This is an optimization exercise on Yosys and OpenROAD, whose aim is small area, not a production implementation. Only simulation tests tie the RTL to the original design; equivalence was not proved. No activity file was given, so power comes from the tool's default toggle rates.

==> flow/design.v <==
module weakcore(
	input wire clk, input wire rst,
	input wire [31:0] bus_in,
	output wire [31:0] bus_out,
	output wire [31:0] bus_addr,
	output wire bus_req,
	input wire bus_ack,
	output wire bus_wr,
	output wire [3:0] bus_wr_mask);
	reg [31:0] regs [0:31];
	always @ (posedge clk) begin
		if (~rst)
			regs[0] <= 32'h0;
	end
	reg [4:0] stage_state;
	wire stage_if = stage_state[0];
	wire stage_id = stage_state[2];
	wire stage_exe = stage_state[3];
	wire stage_wb = stage_state[4];
	wire ready_if;
	wire ready_exe;
	wire [4:0] stage_ready = { 1'b1, ready_exe, 1'b1, 1'b1, ready_if };
	always @ (posedge clk) begin
		if (~rst)
			stage_state <= 5'b0001;
		else if (|(stage_ready & stage_state))
			stage_state <= { stage_state[3:0], stage_state[4] };
	end
	reg [31:0] pc;
	reg [31:0] instr_pc;
	reg [31:0] instr;
	always @ (posedge clk) begin
		if (~rst) begin
			instr_pc <= 32'h0;
			instr <= 32'h0;
		end else if (stage_if & bus_ack) begin
			instr_pc <= pc;
			instr <= bus_in;
		end
	end
	assign ready_if	= bus_ack;
	wire [6:0] instr_opcode = instr[6:0];
	wire [2:0] instr_func3 = instr[14:12];
	wire [6:0] instr_func7 = instr[31:25];
	wire is_cond_branch	= instr_opcode == 7'b1100011;
	wire is_load		= instr_opcode == 7'b0000011;
	wire is_store		= instr_opcode == 7'b0100011;
	wire is_imm_arith	= instr_opcode == 7'b0010011;
	wire is_reg_arith	= instr_opcode == 7'b0110011;
	wire is_lui		= instr_opcode == 7'b0110111;
	wire is_auipc		= instr_opcode == 7'b0010111;
	wire is_jal		= instr_opcode == 7'b1101111;
	wire is_jalr		= instr_opcode == 7'b1100111;
	wire is_beq	= is_cond_branch && instr_func3 == 3'b000;
	wire is_bne	= is_cond_branch && instr_func3 == 3'b001;
	wire is_blt	= is_cond_branch && instr_func3 == 3'b100;
	wire is_bge	= is_cond_branch && instr_func3 == 3'b101;
	wire is_bltu	= is_cond_branch && instr_func3 == 3'b110;
	wire is_bgeu	= is_cond_branch && instr_func3 == 3'b111;
	wire is_addi	= is_imm_arith && instr_func3 == 3'b000;
	wire is_slti	= is_imm_arith && instr_func3 == 3'b010;
	wire is_sltiu	= is_imm_arith && instr_func3 == 3'b011;
	wire is_xori	= is_imm_arith && instr_func3 == 3'b100;
	wire is_ori	= is_imm_arith && instr_func3 == 3'b110;
	wire is_andi	= is_imm_arith && instr_func3 == 3'b111;
	wire is_slli	= is_imm_arith && instr_func3 == 3'b001;
	wire is_srli	= is_imm_arith && instr_func3 == 3'b101 &&
			  instr_func7 == 7'b0000000;
	wire is_srai	= is_imm_arith && instr_func3 == 3'b101 &&
			  instr_func7 == 7'b0100000;
	wire is_imm_shift = is_slli | is_srli | is_srai;
	wire is_add	= is_reg_arith && instr_func3 == 3'b000 &&
			  instr_func7 == 7'b0000000;
	wire is_sub	= is_reg_arith && instr_func3 == 3'b000 &&
			  instr_func7 == 7'b0100000;
	wire is_sll	= is_reg_arith && instr_func3 == 3'b001 &&
			  instr_func7 == 7'b0000000;
	wire is_slt	= is_reg_arith && instr_func3 == 3'b010 &&
			  instr_func7 == 7'b0000000;
	wire is_sltu	= is_reg_arith && instr_func3 == 3'b011 &&
			  instr_func7 == 7'b0000000;
	wire is_xor	= is_reg_arith && instr_func3 == 3'b100 &&
			  instr_func7 == 7'b0000000;
	wire is_srl	= is_reg_arith && instr_func3 == 3'b101 &&
			  instr_func7 == 7'b0000000;
	wire is_sra	= is_reg_arith && instr_func3 == 3'b101 &&
			  instr_func7 == 7'b0100000;
	wire is_or	= is_reg_arith && instr_func3 == 3'b110 &&
			  instr_func7 == 7'b0000000;
	wire is_and	= is_reg_arith && instr_func3 == 3'b111 &&
			  instr_func7 == 7'b0000000;
	wire is_reg_shift = is_sll | is_srl | is_sra;
	wire is_lb	= is_load && instr_func3 == 3'b000;
	wire is_lh	= is_load && instr_func3 == 3'b001;
	wire is_lw	= is_load && instr_func3 == 3'b010;
	wire is_lbu	= is_load && instr_func3 == 3'b100;
	wire is_lhu	= is_load && instr_func3 == 3'b101;
	wire is_sb	= is_store && instr_func3 == 3'b000;
	wire is_sh	= is_store && instr_func3 == 3'b001;
	wire is_sw	= is_store && instr_func3 == 3'b010;
	wire [4:0] instr_rd	= instr[11:7];
	wire [4:0] instr_rs1	= instr[19:15];
	wire [4:0] instr_rs2	= instr[24:20];
	wire [31:0] instr_i_imm = {{20{instr[31]}}, instr[31:20]};
	wire [31:0] instr_s_imm = {{20{instr[31]}}, instr[31:25], instr_rd};
	wire [31:0] instr_b_imm =
		{{19{instr[31]}},
		 instr[31], instr[7], instr[30:25], instr[11:8],
		 1'b0 };
	wire [31:0] instr_u_imm = {instr[31:12], 12'b0};
	wire [31:0] instr_j_imm =
		{{11{instr[31]}},
		 instr[31], instr[19:12], instr[20], instr[30:21],
		 1'b0};
	wire [4:0] instr_shift_shamt = instr_rs2;
	wire is_r_type = is_reg_arith | is_imm_shift;
	wire is_s_type = is_store;
	wire is_b_type = is_cond_branch;
	wire is_i_type = (is_imm_arith & ~is_imm_shift) | is_load | is_jalr;
	wire is_u_type = is_lui | is_auipc;
	wire is_j_type = is_jal;
	wire is_reg_arg1 = is_r_type | is_s_type | is_b_type | is_i_type;
	wire is_reg_arg2 = is_r_type | is_s_type | is_b_type;
	wire is_with_imm = is_i_type | is_u_type | is_j_type;
	wire [31:0] instr_imm = ({32{is_s_type}} & instr_s_imm) |
				({32{is_b_type}} & instr_b_imm) |
				({32{is_i_type}} & instr_i_imm) |
				({32{is_u_type}} & instr_u_imm) |
				({32{is_j_type}} & instr_j_imm);
	wire op_add_tmp		= is_add | is_addi | is_lui | is_auipc;
	wire op_sub_tmp		= is_sub;
	wire op_load_tmp	= is_load;
	wire op_store_tmp	= is_store;
	wire op_cmp_less_tmp	= is_blt | is_slti | is_slt |
				  is_bge;
	wire op_cmp_less_u_tmp	= is_sltiu | is_sltu | is_bltu |
				  is_bgeu;
	wire op_cmp_eq_tmp	= is_beq |
				  is_bne;
	wire op_xor_tmp		= is_xori | is_xor;
	wire op_or_tmp		= is_ori | is_or;
	wire op_and_tmp		= is_andi | is_and;
	wire op_shift_left_tmp	= is_slli | is_sll;
	wire op_shift_right_l_tmp = is_srli | is_srl;
	wire op_shift_right_a_tmp = is_srai | is_sra;
	wire [31:0] op_arg1_tmp = ({32{is_reg_arg1}} & regs[instr_rs1]) |
				  ({32{is_auipc}} & instr_pc);
	wire [31:0] op_arg2_tmp = ({32{is_reg_arg2}} & regs[instr_rs2]) |
				  ({32{is_with_imm}} & instr_imm);
	wire [4:0] op_shamt_tmp = ({5{is_imm_shift}} & instr_shift_shamt) |
				  ({5{is_reg_shift}} & regs[instr_rs2][4:0]);
	wire op_mem_1b_tmp = is_lb | is_lbu | is_sb;
	wire op_mem_2b_tmp = is_lh | is_lhu | is_sh;
	wire op_mem_4b_tmp = is_lw | is_sw;
	wire op_mem_signext_tmp = is_lb | is_lh;
	wire [31:0] op_addr_base_tmp = ({32{is_load}} & regs[instr_rs1])  |
				       ({32{is_store}} & regs[instr_rs1]) |
				       ({32{is_jalr}} & regs[instr_rs1])  |
				       ({32{is_cond_branch}} & instr_pc)  |
				       ({32{is_jal}} & instr_pc);
	wire [31:0] op_addr_disp_tmp = instr_imm;
	wire [31:0] op_addr_tmp = op_addr_base_tmp + op_addr_disp_tmp;
	wire op_wb_tmp = is_imm_arith | is_reg_arith | is_load |
			 is_lui | is_auipc;
	wire op_cond_jump_tmp = is_cond_branch;
	wire op_expected_res_tmp = is_bne | is_bge | is_bgeu ? 1'b0 : 1'b1;
	wire op_jump_tmp = is_jal | is_jalr;
	reg op_add, op_sub;
	reg op_load, op_store;
	reg op_cmp_less, op_cmp_less_u, op_cmp_eq;
	reg op_xor, op_or, op_and;
	reg op_shift_left, op_shift_right_l, op_shift_right_a;
	reg [31:0] op_arg1;
	reg [31:0] op_arg2;
	reg [4:0] op_shamt;
	reg op_mem_1b, op_mem_2b, op_mem_4b;
	reg op_mem_signext;
	reg [31:0] op_addr;
	reg op_wb, op_cond_jump, op_expected_res, op_jump;
	always @ (posedge clk) begin
		if (~rst) begin
			op_add <= 1'b0;
			op_sub <= 1'b0;
			op_load <= 1'b0;
			op_store <= 1'b0;
			op_cmp_less <= 1'b0;
			op_cmp_less_u <= 1'b0;
			op_cmp_eq <= 1'b0;
			op_xor <= 1'b0;
			op_or <= 1'b0;
			op_and <= 1'b0;
			op_shift_left <= 1'b0;
			op_shift_right_l <= 1'b0;
			op_shift_right_a <= 1'b0;
			op_arg1 <= 32'b0;
			op_arg2 <= 32'b0;
			op_shamt <= 5'b0;
			op_mem_1b <= 1'b0;
			op_mem_2b <= 1'b0;
			op_mem_4b <= 1'b0;
			op_mem_signext <= 1'b0;
			op_addr <= 32'b0;
			op_wb <= 1'b0;
			op_cond_jump <= 1'b0;
			op_expected_res <= 1'b0;
			op_jump <= 1'b0;
		end else if (stage_id) begin
			op_add <= op_add_tmp;
			op_sub <= op_sub_tmp;
			op_load <= op_load_tmp;
			op_store <= op_store_tmp;
			op_cmp_less <= op_cmp_less_tmp;
			op_cmp_less_u <= op_cmp_less_u_tmp;
			op_cmp_eq <= op_cmp_eq_tmp;
			op_xor <= op_xor_tmp;
			op_or <= op_or_tmp;
			op_and <= op_and_tmp;
			op_shift_left <= op_shift_left_tmp;
			op_shift_right_l <= op_shift_right_l_tmp;
			op_shift_right_a <= op_shift_right_a_tmp;
			op_arg1 <= op_arg1_tmp;
			op_arg2 <= op_arg2_tmp;
			op_shamt <= op_shamt_tmp;
			op_mem_1b <= op_mem_1b_tmp;
			op_mem_2b <= op_mem_2b_tmp;
			op_mem_4b <= op_mem_4b_tmp;
			op_mem_signext <= op_mem_signext_tmp;
			op_addr <= op_addr_tmp;
			op_wb <= op_wb_tmp;
			op_cond_jump <= op_cond_jump_tmp;
			op_expected_res <= op_expected_res_tmp;
			op_jump <= op_jump_tmp;
		end
	end
	reg [31:0] op_result;
	wire exe_adder_submode = op_cmp_less | op_cmp_less_u | op_sub;
	wire [31:0] exe_adder_src1 = op_arg1;
	wire [31:0] exe_adder_src2 = ({32{op_add}} & op_arg2)		|
				     ({32{exe_adder_submode}} & ~op_arg2);
	wire exe_adder_cin = exe_adder_submode;
	wire exe_adder_cout;
	wire [31:0] exe_adder_res;
	assign {exe_adder_cout, exe_adder_res} =
		exe_adder_src1 + exe_adder_src2 + {{31'b0, exe_adder_cin}};
	wire exe_cmp_less =
		(op_arg1[31] & ~op_arg2[31])	|
		(~(op_arg1[31] ^ op_arg2[31]) & exe_adder_res[31]);
	wire exe_cmp_less_u = ~exe_adder_cout;
	wire exe_cmp_eq = op_arg1 == op_arg2;
	wire [31:0] exe_xor = op_arg1 ^ op_arg2;
	wire [31:0] exe_or = op_arg1 | op_arg2;
	wire [31:0] exe_and = op_arg1 & op_arg2;
	wire [31:0] exe_shift_left	= op_arg1 << op_shamt;
	wire [31:0] exe_shift_right_l	= op_arg1 >> op_shamt;
	wire [31:0] exe_shift_right_a	= $signed(op_arg1) >>> op_shamt;
	wire exe_bus_req = op_load | op_store;
	wire exe_bus_wr = op_store;
	wire [31:0] exe_load_mask = ({24'b0, {8{op_mem_1b}}})	|
				    ({16'b0, {16{op_mem_2b}}})	|
				    ({32{op_mem_4b}});
	wire [4:0] exe_mem_shift = {op_addr[1:0], 3'b000};
	wire [31:0] exe_load_data = (bus_in >> exe_mem_shift) & exe_load_mask;
	wire [31:0] exe_load_res = exe_load_data | (op_mem_signext ?
		{{24{op_mem_1b & exe_load_data[7]}}, 8'b0}	|
		{{16{op_mem_2b & exe_load_data[15]}}, 16'b0} : 0);
	wire [31:0] exe_bus_out = op_arg2 << exe_mem_shift;
	wire [3:0] exe_bus_wr_mask =
		({3'b0, op_mem_1b}		|
		 {2'b0, {2{op_mem_2b}}}		|
		 {4{op_mem_4b}}) << op_addr[1:0];
	wire [31:0] op_tmp_result =
		({32{op_add}} & exe_adder_res)				|
		({32{op_sub}} & exe_adder_res)				|
		({32{op_cmp_less}} & {{31'b0, exe_cmp_less}})		|
		({32{op_load}} & exe_load_res)				|
		({32{op_cmp_less_u}} & {{31'b0, exe_cmp_less_u}})	|
		({32{op_xor}} & exe_xor)				|
		({32{op_or}} & exe_or)					|
		({32{op_and}} & exe_and)				|
		({32{op_shift_left}} & exe_shift_left)			|
		({32{op_shift_right_l}} & exe_shift_right_l)		|
		({32{op_shift_right_a}} & exe_shift_right_a)		|
		({32{op_cmp_eq}} & {{31'b0, exe_cmp_eq}});
	assign ready_exe = (~op_load & ~op_store) | bus_ack;
	always @ (posedge clk) begin
		if (~rst)
			op_result <= 32'h0;
		else if (stage_exe)
			op_result <= op_tmp_result;
	end
	always @ (posedge clk) begin
		if (stage_wb & op_wb & (|instr_rd)) begin
			regs[instr_rd] <= op_result;
		end
	end
	always @ (posedge clk) begin
		if (~rst) begin
			pc <= 32'h0;
		end else if (stage_if & bus_ack) begin
			pc <= pc + 32'd4;
		end else if (stage_wb & op_cond_jump &
			 op_result[0] == op_expected_res) begin
			pc <= op_addr;
		end else if (stage_wb & op_jump) begin
			if (|instr_rd)
				regs[instr_rd] <= pc;	 
			pc <= op_addr;
		end
	end
	assign bus_req	= stage_if | (stage_exe & exe_bus_req);
	assign bus_addr	= ({32{stage_if}} & pc) |
			  ({32{stage_exe & exe_bus_req}} & op_addr & ~32'b11);
	assign bus_wr	= stage_exe & exe_bus_wr;
	assign bus_out	= {32{stage_exe & exe_bus_req}} & exe_bus_out;
	assign bus_wr_mask = exe_bus_wr_mask;
endmodule
==> flow/run.sh <==
#!/bin/bash
# synth_recipe.tcl (not shown) runs the flow's synth.tcl, then flattens the netlist and writes it again
# the make line also repeats each setting of config.mk as NAME=value (left out here)
make -C /OpenROAD-flow-scripts/flow DESIGN_CONFIG=/design/flow/config.mk WORK_HOME=/design/flow/orfs CLKGATE_MAP_FILE= SYNTH_SCRIPT=/design/flow/synth_recipe.tcl finish
==> flow/config.mk <==
export PLATFORM = sky130hd
export DESIGN_NAME = weakcore
export DESIGN_NICKNAME = weakcore
export VERILOG_FILES = /design/flow/design.v
export SDC_FILE = /design/flow/constraint.sdc
export NUM_CORES = 4
export LEC_CHECK = 0
export CAP_MARGIN = 20
export CORE_MARGIN = 2
export CORE_UTILIZATION = 40
export SLEW_MARGIN = 20
==> flow/constraint.sdc <==
create_clock -name core_clock -period 10.0 [get_ports {clk}]
set_input_delay 2.0000 -clock core_clock [delete_from_list [all_inputs] [get_ports {clk}]]
set_output_delay 2.0000 -clock core_clock [all_outputs]
set_load 0.01 [all_outputs]
==> impl_results.md <==
- Slew HR: between 15 and 20%
- Startpoint Class: flip-flop
- Routed wire length: approximately 250,000 um
- Post-cts sizing count: 0
- Synth top area share: 43.5%
- Detailed-router iteration count before antenna repair: 9
- Final worst path period share: 65.2%
- Die height: roughly 420 um
- Worst-path fanout max: 45
- Rows: 151
- Final Wtd Congestion: 1.03
- CTS Root Cell: clkbuf_16
- Post-synthesis compound-gate area fraction: 9.69%
- Synth cell count leaders: 992 x edfxtp_1, 658 x mux4_2, 361 x nor2_1
- GRT Total Usage: approximately 28%
- Leak pwr: 0.0255 uW
- Mapped Area: 0.0685 mm2
- Synth Area in XOR/XNOR: 0.626%
- Setup TNS: 0 ns
- Port Buffers: 104
- Vias: 47,300
- Worst min path class: flip-flop to flip-flop
- Post-CTS setup buffer count: 0
- Pwr Density: 164 mW/mm2
- CP required: around 11 ns
- EDFF count, synth: ~990
- CTS Hold Bufs: 0
- Die width: between 400 and 500 um
- Final setup vio count: 0
- Syn_nets: between 5,000 and 6,000
- Largest net degree at the start of global routing: 103
- Initial antenna violation count: 9
- Setup slack, reg-to-reg: 3.48 ns
- Worst skew pair latency: 0.83 ns
- Skew final: 0.0645 ns
- Antenna viol nets, final: 0
- Clock transition at path regs: 0.06 ns
- GR Overflow Total: 0
- Cell taking the most area after synthesis: edfxtp_1
- Endpoints failing hold: 0
- Max Freq: between 150 and 200 MHz
- Mean post-synth cell area: between 10 and 15 um2
- Async SR Flop Fraction: 0%
- Mux share of post-synthesis cell area: a little over a quarter
- Pins over their slew limit: 0
- Total CTS buffers: 139
- Share of post-route cells with drive strength above 1: 24.4%
- Fraction of the yosys area taken by sequential cells: 52.2%
- Total Power: 12,600 uW
- Max cap viols: 0
- CP Class: flip-flop to flip-flop
- Detailed-route DRC error count: 0
- Core footprint: 0.170 mm2
- Largest family of logic cells by synthesized area: multiplexers
- TritonCTS clock tree: done
- Count leader, synth: edfxtp_1
- Distinct cells, synth: 84
- Primary FF master, synth: edfxtp_1
- Setup WS pre-CTS: 3.22 ns
- Die area: around 0.17 mm2
- Simple-gate share of the synthesized area: 6.17%
- RSZ-0062 raised after global routing: no
- H-tree levels: 4
- Period minus WS final: 6.52 ns
- IO Count: roughly 110
- Worst-margin pin slew: 1.21 ns
- Starting Density: 40.3%
- HPWL after detailed placement: 160,000 um
- Vias/cell: 6.59
- Post-Synthesis Cells: 4,856
- Synthesized flop and latch total: 1,289
- Vias in the first global route: roughly 45,000
- Mean routed wirelength per cell: between 30 and 40 um
- Starting DRC count in detailed routing: around 6,400
- Synth warn: 1
- Crit end category: flip-flop
- Final WS setup: 3.48 ns
- Status: timing/DRC/antenna clean
- Clock tree buffer depth: 3
- First-pass GRT wire length: 346,000 um
- Main area contributors after synthesis: edfxtp_1 43%, mux4_2 22%, dfxtp_1 8.7%
- Area grow syn2layout: 12.1%
- Clk sink count: about 1,300
- Worst vdd ir: 154 uV
- Adder-Cell Fraction of Synth Area: 2.43%
- Nets: 5,003
- Critical Path AT: approximately 7.2 ns
==> kinds of logic (layout without fill, tap and decap cells) <==
group / after synthesis / count (layout)
multiplexers: 955 / 955
buffers and inverters: 486 / 582
flip-flops: 1289 / 1289
XOR/XNOR: 49 / 49
AO/OA/AOI/OAI: 994 / 994
other: 0 / 2
adder cells (fa/ha/maj): 131 / 131
AND/OR/NAND/NOR: 952 / 952
==> area by class of cell <==
cell class | count | area (um2)
antenna | 2 | 5.00
clock buffer | 187 | 3890
clock inverter | 69 | 752
fill | 14900 | 93100
inverter | 103 | 392
multi-input combinational | 3081 | 31200
sequential | 1289 | 35800
tap | 2218 | 2780
timing repair buffer | 223 | 2010
==> state kept, by name (all words and copies together), names as in the netlist, 5 cells and up, named ones only <==
register     flops
regs          1024
instr           32
instr_pc        32
op_addr         32
op_arg1         32
op_arg2         32
op_result       32
pc              32
op_shamt         5
stage_state      5
==> per-stage QoR <==
stage	hold slack, ns	utilization [%]	instances	instance area, um2
global route	0.493	45.2	7170	76800
floorplan	0.425	-	4856	68500
global placement	0.447	42.5	6911	72100
detailed placement	0.452	42.5	6911	72100
CTS	0.466	45.2	7167	76700
finish	0.471	45.2	7172	76800
==> layer usage <==
layer | wire (um) | vias up | track usage [%]
li1 | - | 19400 | -
met1 | 98300 | 24600 | 39.1
met2 | 108000 | 2748 | 40.8
met4 | 15100 | 2 | 14.9
met5 | 8 | - | 0
met3 | 24200 | 506 | 5.88
==> path summary, 6_finish.rpt <==
path         depth (start not counted)                       end          startpoint
max                                 17  op_addr[30]$_SDFFE_PN0P_           flip-flop
min                                  2        op_or$_SDFFE_PN0P_  op_or$_SDFFE_PN0P_
max reg2reg                         17  op_addr[30]$_SDFFE_PN0P_           flip-flop
min reg2reg                          2        op_or$_SDFFE_PN0P_  op_or$_SDFFE_PN0P_
==> power by group <==
part | internal, uW | leakage [uW] | switching (uW) | total, uW
combinational | 544 | 0.0107 | 858 | 1400
clock | 2910 | 0.00225 | 2320 | 5240
sequential | 5790 | 0.0126 | 164 | 5950
total | 9240 | 0.0255 | 3350 | 12600
==> layout by cell type, fill, tap and decap left out, drive strengths merged, types with 47 or more instances in the layout <==
| cell | netlist | routed |
|---|---|---|
| and2 | 49 | 49 |
| edfxtp | 992 | 992 |
| mux2 | 104 | 104 |
| o21ai | 223 | 223 |
| a22oi | 48 | 48 |
| clkdlybuf4s50 | 0 | 103 |
| dfxtp | 297 | 297 |
| nand2 | 321 | 321 |
| clkbuf | 259 | 188 |
| mux4 | 658 | 658 |
| a21o | 47 | 47 |
| buf | 124 | 119 |
| inv | 103 | 109 |
| a21oi | 264 | 264 |
| ha | 128 | 128 |
| mux2i | 193 | 193 |
| clkinv | 0 | 50 |
| nor2 | 362 | 362 |
| a211oi | 124 | 124 |
==> worst max-delay path, stage by stage, from the launching register on <==
cell,delay [ns]
dfxtp_4,0.71
buf_4,0.70
mux4_2,0.42
mux4_2,0.46
mux2_2,0.31
a32o_1,0.27
ha_1,0.24
fa_1,0.50
a211o_1,0.32
a2111oi_2,0.40
nor2_1,0.12
a2111oi_1,0.49
o21ai_1,0.22
a2111oi_2,0.40
o21bai_1,0.20
a31oi_1,0.23
xor2_1,0.19
o21ai_1,0.07

[static timing again, ports no longer ideal]
In the flow no input, the clock included, has a driving cell. The finished layout below was timed again as built, in two steps. Step 1 (the two cells are an assumption about what drives the block):
set clk [get_ports {clk}]
set_driving_cell -lib_cell sky130_fd_sc_hd__clkbuf_16 $clk
set_driving_cell -lib_cell sky130_fd_sc_hd__buf_2 [delete_from_list [all_inputs] $clk]
Step 2, shift: input delay + t, output delay - t, t = (earliest + latest rising clock arrival at the registers) / 2. This alone moves slack from input paths to output paths. Slacks: no drivers / after step 1 / after step 2; pairs: no drivers / after step 1.
shift t [ns]: 0.875
slack for setup (ns): 3.481 / 3.481 / 3.275
hold slack, ns: 0.471 / 0.471 / 0.471
cell pins on the clock port's net: 1
After both steps this run still meets setup and hold. For this run, drivers alone change the setup slack by 0.000 ns; drivers and shift together by -0.206 ns.
